Context: an optimization exercise on an open-source flow, tuned for small area, a short achievable clock period and few clock cycles per item. The choices shown serve that exercise and are no tape-out recipe. RTL that was checked went through simulation tests only; none was proved equivalent to the original. The clock port is modelled as an ideal driver, which makes a skipped or thinned clock tree look cheaper than it is; a real chip needs a root buffer or a tree.

== the reference run ==
// SquareRoot
module SquareRoot(
    input clk,
    input rst,
    input in_valid,
    input [31:0] floating_point_in,
    output out_valid,
    output [31:0] result
);
Size in the first run: about 2900 cells after synthesis, about 180 flip-flops, roughly 68 I/O pins, about 29000 um^2 of cells after synthesis.
==> flow/config.mk <==
export PLATFORM = sky130hd
export DESIGN_NAME = SquareRoot
export DESIGN_NICKNAME = SquareRoot
export VERILOG_FILES = /design/flow/design.v
export SDC_FILE = /design/flow/constraint.sdc
export NUM_CORES = 4
export LEC_CHECK = 0
export CAP_MARGIN = 20
export CORE_MARGIN = 2
export CORE_UTILIZATION = 40
export SLEW_MARGIN = 20
export SYNTH_HIERARCHICAL = 1
export SYNTH_MINIMUM_KEEP_SIZE = 0
==> flow/constraint.sdc <==
create_clock -name core_clock -period 35.0 [get_ports {clk}]
set_input_delay 7.0000 -clock core_clock [delete_from_list [all_inputs] [get_ports {clk}]]
set_output_delay 7.0000 -clock core_clock [all_outputs]
set_load 0.01 [all_outputs]
standard.sh (not shown) runs the stock make flow with config.mk's settings and CLKGATE_MAP_FILE= SYNTH_SCRIPT=/design/flow/synth_recipe.tcl, a recipe that flattens the netlist after the stock synthesis.
==> flow/flow/run.sh <==
#!/bin/bash
# The standard layout, except:
#  - port buffers use buf_1 instead of the clkdlybuf4s50_1 that buffer_ports picks by default,
#    and the output port buffers are then swapped to buf_2 (in flow/mycts.tcl);
#  - the clock tree has two levels: the clock port drives four clkbuf_16, which drive twelve
#    leaf clkbuf_16 near the register clusters (flow/mycts.tcl, sourced as ORFS's PRE_CTS_TCL hook,
#    stands in for TritonCTS). The rest of ORFS's CTS step (legalisation, repair) runs as usual.
set -euo pipefail
export BUFFER_PORTS_ARGS="-buffer_cell sky130_fd_sc_hd__buf_1"
export PRE_CTS_TCL="$(pwd)/flow/mycts.tcl"
bash standard.sh synth > synth.log 2>&1
bash standard.sh > layout.log 2>&1
==> flow/flow/mycts.tcl <==
# PRE_CTS hook: replaces TritonCTS with a two-level clock tree. The clock port drives four
# clkbuf_16; each drives the leaf clkbuf_16 of nearby register clusters (k-means on the placed
# register positions), so no single buffer has to span the die.
proc mycts_kmeans {xs ys k} {
  set n [llength $xs]
  set order [lsort -real -indices $xs]
  set cx {}; set cy {}
  for {set j 0} {$j < $k} {incr j} {
    set i [lindex $order [expr {int(($j + 0.5) * $n / $k)}]]
    lappend cx [lindex $xs $i]; lappend cy [lindex $ys $i]
  }
  set asg [lrepeat $n 0]
  for {set iter 0} {$iter < 100} {incr iter} {
    for {set i 0} {$i < $n} {incr i} {
      set best 0; set bd 1e30
      for {set j 0} {$j < $k} {incr j} {
        set d [expr {abs([lindex $xs $i] - [lindex $cx $j]) + abs([lindex $ys $i] - [lindex $cy $j])}]
        if {$d < $bd} { set bd $d; set best $j }
      }
      lset asg $i $best
    }
    for {set j 0} {$j < $k} {incr j} {
      set sx 0; set sy 0; set c 0
      for {set i 0} {$i < $n} {incr i} {
        if {[lindex $asg $i] == $j} { set sx [expr {$sx + [lindex $xs $i]}]; set sy [expr {$sy + [lindex $ys $i]}]; incr c }
      }
      if {$c > 0} { lset cx $j [expr {$sx / $c}]; lset cy $j [expr {$sy / $c}] }
    }
  }
  return [list $asg $cx $cy]
}

proc mycts_buffer {block master name innet x y} {
  set inst [odb::dbInst_create $block $master $name]
  set net [odb::dbNet_create $block "net_$name"]
  $net setSigType CLOCK
  [$inst findITerm A] connect $innet
  [$inst findITerm X] connect $net
  $inst setLocation [expr {int($x)}] [expr {int($y)}]
  $inst setPlacementStatus PLACED
  return $net
}

proc clock_tree_synthesis {args} {
  # output port buffers: buf_2 instead of buf_1 (0.01 pF port load)
  set b2 [[ord::get_db] findMaster sky130_fd_sc_hd__buf_2]
  foreach inst [[ord::get_db_block] getInsts] {
    if {[string match "output*" [$inst getName]] && [[$inst getMaster] getName] eq "sky130_fd_sc_hd__buf_1"} {
      $inst swapMaster $b2
    }
  }
  set n1 4
  set n2 12
  set block [ord::get_db_block]
  set clk [$block findNet clk]
  $clk setSigType CLOCK
  set master [[ord::get_db] findMaster sky130_fd_sc_hd__clkbuf_16]
  set sinks {}
  foreach it [$clk getITerms] {
    if {[$it isInputSignal]} { lappend sinks $it }
  }
  set xs {}; set ys {}
  foreach it $sinks {
    set bb [[$it getInst] getBBox]
    lappend xs [expr {([$bb xMin] + [$bb xMax]) / 2.0}]
    lappend ys [expr {([$bb yMin] + [$bb yMax]) / 2.0}]
  }
  lassign [mycts_kmeans $xs $ys $n2] asg2 cx2 cy2
  lassign [mycts_kmeans $cx2 $cy2 $n1] asg1 cx1 cy1
  puts "mycts: [llength $sinks] clock sinks, $n1 + $n2 buffers"
  for {set a 0} {$a < $n1} {incr a} {
    set net1 [mycts_buffer $block $master "clkbuf_my1_$a" $clk [lindex $cx1 $a] [lindex $cy1 $a]]
    for {set b 0} {$b < $n2} {incr b} {
      if {[lindex $asg1 $b] != $a} continue
      set net2 [mycts_buffer $block $master "clkbuf_my2_$b" $net1 [lindex $cx2 $b] [lindex $cy2 $b]]
      set c 0
      for {set i 0} {$i < [llength $sinks]} {incr i} {
        if {[lindex $asg2 $i] == $b} {
          set it [lindex $sinks $i]
          $it disconnect
          $it connect $net2
          incr c
        }
      }
      puts "mycts: leaf $b under $a drives $c sinks"
    }
  }
}
The reference run did not stop at any stage, and its layout met the timing, DRC and antenna checks.
Testbench counts of the reference run, summed over its fixed seeds: cycles 16,040, items 16,000.
> inputs changed (the reference run -> the trial run)
==> flow/flow/run.sh <==
#!/bin/bash
# The standard layout, except:
#  - port buffers use buf_1 instead of the clkdlybuf4s50_1 that buffer_ports picks by default;
#  - the clock tree has two levels: the clock port drives four clkbuf_16, which drive sixteen
#    leaf clkbuf_16 near the register clusters (flow/mycts.tcl, sourced as ORFS's PRE_CTS_TCL hook,
#    stands in for TritonCTS). The rest of ORFS's CTS step (legalisation, repair) runs as usual.
set -euo pipefail
export BUFFER_PORTS_ARGS="-buffer_cell sky130_fd_sc_hd__buf_1"
export PRE_CTS_TCL="$(pwd)/flow/mycts.tcl"
bash standard.sh synth > synth.log 2>&1
bash standard.sh > layout.log 2>&1
-- flow/flow/mycts.tcl --
<<< the reference run, line 43

proc clock_tree_synthesis {args} {
  # output port buffers: buf_2 instead of buf_1 (0.01 pF port load)
  set b2 [[ord::get_db] findMaster sky130_fd_sc_hd__buf_2]
  foreach inst [[ord::get_db_block] getInsts] {
    if {[string match "output*" [$inst getName]] && [[$inst getMaster] getName] eq "sky130_fd_sc_hd__buf_1"} {
      $inst swapMaster $b2
    }
  }
  set n1 4
  set n2 12
  set block [ord::get_db_block]
  set clk [$block findNet clk]
>>> the trial run, line 43

proc clock_tree_synthesis {args} {
  set n1 4
  set n2 16
  set block [ord::get_db_block]
  set clk [$block findNet clk]
Results
- Number of nets in the final layout essentially unchanged between the reference run and the trial run.
- Diff the trial run..the reference run | number of instances in the synthesized netlist | unchanged
- Per the comparison of the trial run with the reference run, post-CTS setup buffer count flat.
- Per the comparison of the trial run with the reference run, via count of the routed design did not really move.
- Relative to the reference run, wire length increased by about 0.32% in the trial run.
- Comparing the reference run with the trial run, the sequential share of layout area came out essentially unchanged.
No run of this note takes its clock network from TritonCTS; it comes from the design's own scripts or RTL.

---

SquareRoot, a different RTL version from the one above (not shown whole).
For scale: about 3000 cells after synthesis, ~68 I/O pins, roughly 29000 um2 of cells after synthesis.
Settings: LEC_CHECK=0, CAP_MARGIN=20, CORE_MARGIN=2, CORE_UTILIZATION=65, SLEW_MARGIN=20, SYNTH_HIERARCHICAL=1, SYNTH_MINIMUM_KEEP_SIZE=0; clock period 35.0 ns.
==> flow/flow/run.sh <==
#!/bin/bash
# The standard layout, except that the port buffers use buf_1 instead of the
# clkdlybuf4s50_1 that buffer_ports picks by default (smaller and faster).
set -euo pipefail
export BUFFER_PORTS_ARGS="-buffer_cell sky130_fd_sc_hd__buf_1"
bash standard.sh synth > synth.log 2>&1
bash standard.sh > layout.log 2>&1
Change:
--- a/flow/config.mk
+++ b/flow/config.mk
@@ -10,0 +11,2 @@
+export CTS_CLUSTER_DIAMETER = 100
+export CTS_CLUSTER_SIZE = 30
After rerunning: Die area does not change; synthesized cell count stays the same; final cell count does not change; worst hold slack does not change; wire length stays the same; sequential cell count is unchanged; synthesized area does not change; core utilization does not change.
Function was not checked in any run of this note: the RTL went through the layout flow alone.

separate check: timing with driven ports:
The results above use ideal ports. As a check the final layouts listed here were re-extracted and re-timed, cells and wires unchanged.
Step 1 sets driving cells, clkbuf_16 on the clock port and buf_2 on the other inputs (assumed; they add their load-dependent delay and slew).
Step 2 times the ports against the registers' clock, not the clock port: input delays grow and output delays shrink by t, the midpoint of the rising clock arrivals with the driver on.
Three values: no drivers, after step 1, after step 2; two values: the first two.
run	t (ns)	slack for setup (ns)	cell pins on the clock port's net
the reference run	0.412	27.189 / 27.071 / 27.484	4
the trial run	0.418	27.192 / 27.071 / 27.489	4
the first run of note 2	0.545	27.034 / 26.975 / 27.419	1
the second run of note 2	0.545	27.034 / 26.975 / 27.419	1
After both steps setup and hold are still met in every run listed.
